This design comes from an exercise in tuning for small area, a short achievable clock period and few clock cycles on the open sky130 flow, not from production work.
In this exercise RTL edits were held to simulation tests only and were not proved equivalent to the original.
Power figures rest on the tool's default switching activity, not on a simulated workload.

wip/umber:
## DALU
module DALU(
	clk,
	rst,
	in_valid,
	instruction,
	out_valid,
	out
);
Size in the first run: ~500 cells after synthesis, ~22 flip-flops.
Settings: LEC_CHECK=0, CAP_MARGIN=20, CORE_MARGIN=2, CORE_UTILIZATION=70, SLEW_MARGIN=20; clock period 10.0 ns.
standard.sh (not shown) runs the stock make flow with config.mk's settings and CLKGATE_MAP_FILE= SYNTH_SCRIPT=/design/flow/synth_recipe.tcl, a recipe that flattens the netlist after the stock synthesis.
==> flow/flow/run.sh <==
#!/bin/bash
# The standard layout (the standard.sh), with two changes:
#  - the input and output ports are buffered by buf_2 cells rather than the
#    default buffer cell;
#  - timing repair aims for 4.4 ns of setup slack beyond the requirement,
#    using cell sizing and pin swapping only.
# The full output of the make run is kept in standard_flow.log.
set -euo pipefail
bash standard.sh "BUFFER_PORTS_ARGS=-buffer_cell sky130_fd_sc_hd__buf_2" \
	SETUP_SLACK_MARGIN=4.4 SETUP_MOVE_SEQUENCE=sizeup,swap finish > standard_flow.log 2>&1
Testbench counts of wip/umber, summed over its fixed seeds: cycles 32,000.
For wip/harbor, these inputs were changed with respect to wip/umber:
# wip/umber
export LEC_CHECK = 0
export CAP_MARGIN = 20
export CORE_MARGIN = 2
export CORE_UTILIZATION = 70
export SLEW_MARGIN = 20
create_clock -name core_clock -period 10.0 [get_ports {clk}]
# wip/harbor
export LEC_CHECK = 0
export CAP_MARGIN = 20
export CORE_MARGIN = 2
export CORE_UTILIZATION = 40
export SLEW_MARGIN = 20
create_clock -name core_clock -period 10.0 [get_ports {clk}]
==> flow/flow/run.sh <==
#!/bin/bash
# The standard layout, with the ports buffered by buf_2 cells and timing
# repair aiming for setup slack beyond the requirement by sizing cells only.
set -euo pipefail
bash standard.sh "BUFFER_PORTS_ARGS=-buffer_cell sky130_fd_sc_hd__buf_2" \
	SETUP_SLACK_MARGIN=5.0 SETUP_MOVE_SEQUENCE=sizeup,swap finish > standard_flow.log 2>&1
Notes after the runs:
- Row number of vias in the routed layout: wip/harbor higher / wip/umber lower
- The run showing the smaller cell area reported after detailed placement is wip/umber.
- Number of rows created at floorplan, wip/umber and wip/harbor: lower on wip/umber
- Power in wip/harbor is 67 uW higher than in wip/umber
- b[7]$_DFFE_PP_ as the launch point of the critical path was reported by wip/harbor, and b[4]$_DFFE_PP_ by wip/umber.
- wip/harbor improves on wip/umber in hold slack.
Changes in wip/violet relative to wip/harbor:
# wip/harbor
export LEC_CHECK = 0
export CAP_MARGIN = 20
export CORE_MARGIN = 2
export CORE_UTILIZATION = 40
export SLEW_MARGIN = 20
create_clock -name core_clock -period 10.0 [get_ports {clk}]
# wip/violet
export LEC_CHECK = 0
export CAP_MARGIN = 20
export CORE_MARGIN = 2
export CORE_UTILIZATION = 70
export SLEW_MARGIN = 20
create_clock -name core_clock -period 10.0 [get_ports {clk}]
==> flow/flow/run.sh <==
#!/bin/bash
# The standard layout, with the ports buffered by buf_2 cells and timing
# repair aiming for setup slack beyond the requirement (sizeup,swap,split).
set -euo pipefail
bash standard.sh "BUFFER_PORTS_ARGS=-buffer_cell sky130_fd_sc_hd__buf_2" \
	SETUP_SLACK_MARGIN=4.4 SETUP_MOVE_SEQUENCE=sizeup,swap,split finish > standard_flow.log 2>&1
### Flow results
Higher final area among wip/violet and wip/harbor: wip/harbor. Taking wip/harbor as 1.0, wip/violet lands at 0.854 on post-route met1 wirelength. Compared with wip/harbor, wip/violet shows a higher critical path depth. Compared with wip/harbor, wip/violet shows a total power that is 10% lower. Compared with wip/harbor, wip/violet shows a lower internal power of the cells. Taking wip/harbor as the reference, in wip/violet fmax moved down, first-pass GRT wire length moved down.
> inputs changed (wip/violet -> wip/delta)
# wip/violet
export LEC_CHECK = 0
export CAP_MARGIN = 20
export CORE_MARGIN = 2
export CORE_UTILIZATION = 70
export SLEW_MARGIN = 20
create_clock -name core_clock -period 10.0 [get_ports {clk}]
# wip/delta
export LEC_CHECK = 0
export CAP_MARGIN = 20
export CORE_MARGIN = 2
export CORE_UTILIZATION = 40
export SLEW_MARGIN = 20
create_clock -name core_clock -period 10.0 [get_ports {clk}]
==> flow/flow/run.sh <==
#!/bin/bash
# The standard layout, with the input and output ports buffered by buf_2
# cells instead of the default buffer cell.
set -euo pipefail
bash standard.sh "BUFFER_PORTS_ARGS=-buffer_cell sky130_fd_sc_hd__buf_2" finish > standard_flow.log 2>&1
Notes after the runs:
wip/delta finished every stage and its layout cleared the timing, DRC and antenna checks. Critical-path cell with the highest stage delay: sky130_fd_sc_hd__fa_1 -> wip/violet, sky130_fd_sc_hd__nor3b_2 -> wip/delta. wip/delta against wip/violet: clock buffer count now sits at about the same level, area of the die now sits higher, clock period minus worst slack now sits higher, number of violations reported at the end of detailed-routing iteration 0 now sits higher. The required time of the worst setup path in wip/delta was higher than what wip/violet gave. For the average detailed-routed wire length per instance, wip/delta came in 9.3% lower than wip/violet did. Delta(met1 usage, wip/delta - wip/violet) < 0.
For wip/garnet, these inputs were changed with respect to wip/delta:
# wip/delta
export LEC_CHECK = 0
export CAP_MARGIN = 20
export CORE_MARGIN = 2
export CORE_UTILIZATION = 40
export SLEW_MARGIN = 20
create_clock -name core_clock -period 10.0 [get_ports {clk}]
# wip/garnet
export LEC_CHECK = 0
export CAP_MARGIN = 20
export CORE_MARGIN = 2
export CORE_UTILIZATION = 70
export SLEW_MARGIN = 20
create_clock -name core_clock -period 10.0 [get_ports {clk}]
==> flow/flow/run.sh <==
#!/bin/bash
# The standard layout, with the ports buffered by buf_1 cells and timing
# repair aiming for setup slack beyond the requirement (sizeup,swap).
set -euo pipefail
bash standard.sh "BUFFER_PORTS_ARGS=-buffer_cell sky130_fd_sc_hd__buf_1" \
	SETUP_SLACK_MARGIN=4.4 SETUP_MOVE_SEQUENCE=sizeup,swap finish > standard_flow.log 2>&1
Findings:
The combinational share of power of wip/garnet exceeds that of wip/delta by 0.2 points.
| minimum clock period | lower: wip/garnet |
Delta(final total power, wip/garnet - wip/delta) > 0
For wip/onyx, these inputs were changed with respect to wip/garnet:
# wip/garnet
export LEC_CHECK = 0
export CAP_MARGIN = 20
export CORE_MARGIN = 2
export CORE_UTILIZATION = 70
export SLEW_MARGIN = 20
create_clock -name core_clock -period 10.0 [get_ports {clk}]
# wip/onyx
export LEC_CHECK = 0
export ABC_AREA = 1
export CAP_MARGIN = 20
export CORE_MARGIN = 2
export CORE_UTILIZATION = 40
export CTS_BUF_LIST = sky130_fd_sc_hd__clkbuf_4
export SLEW_MARGIN = 20
create_clock -name core_clock -period 10.0 [get_ports {clk}]
==> flow/flow/run.sh <==
#!/bin/bash
# The standard layout, with the input and output ports buffered by buf_2
# cells instead of the default buffer cell.
set -euo pipefail
bash standard.sh "BUFFER_PORTS_ARGS=-buffer_cell sky130_fd_sc_hd__buf_2" finish > standard_flow.log 2>&1
[summary]
Delta (wip/onyx minus wip/garnet): xor and xnor area share after synthesis moved down; wire length moved up; setup slack moved down; initial standard-cell utilization of the core moved down; met3 usage in global routing moved up. Sort wip/garnet and wip/onyx by overall routing resource usage asc -> top: wip/onyx. wip/onyx against wip/garnet; fmax is down by a few percent. In wip/onyx relative to wip/garnet, global-route wire length before repair had gone up by more than 10%.

==> separate check: timing with driven ports <==
Ports are ideal in the flow. The routed layouts listed here were re-timed in OpenROAD.
Step 1 assumes that a clkbuf_16 drives the clock port and a buf_2 every other input.
Step 2 moves the port delays by t, midway between the first and last clock arrival at a register: inputs arrive t later, outputs are due t later. That takes back most of the time a late clock gives input paths.
a / b / c = ideal ports / drivers / drivers and shift; a / b = the first two.
run	shift t [ns]	setup slack, ns	clock arrival spread, ns	worst data-port slew with drivers (ns)	pins driven straight from the clock port
wip/umber	0.285	4.443 / 4.418 / 4.195	0.007 / 0.008	0.04	1
wip/harbor	0.289	4.476 / 4.452 / 4.222	0.006 / 0.006	0.06	1
wip/violet	0.284	4.454 / 4.429 / 4.296	0.004 / 0.004	0.04	1
wip/delta	0.285	4.069 / 4.077 / 3.791	0.009 / 0.009	0.03	1
wip/garnet	0.285	4.487 / 4.461 / 4.208	0.001 / 0.001	0.06	1
wip/onyx	0.320	4.135 / 4.138 / 3.818	0.004 / 0.004	0.04	1
After both steps setup and hold are still met in every run listed. The setup slack of wip/onyx, which loses most, moves by +0.003 ns with the drivers and by -0.317 ns with both steps.
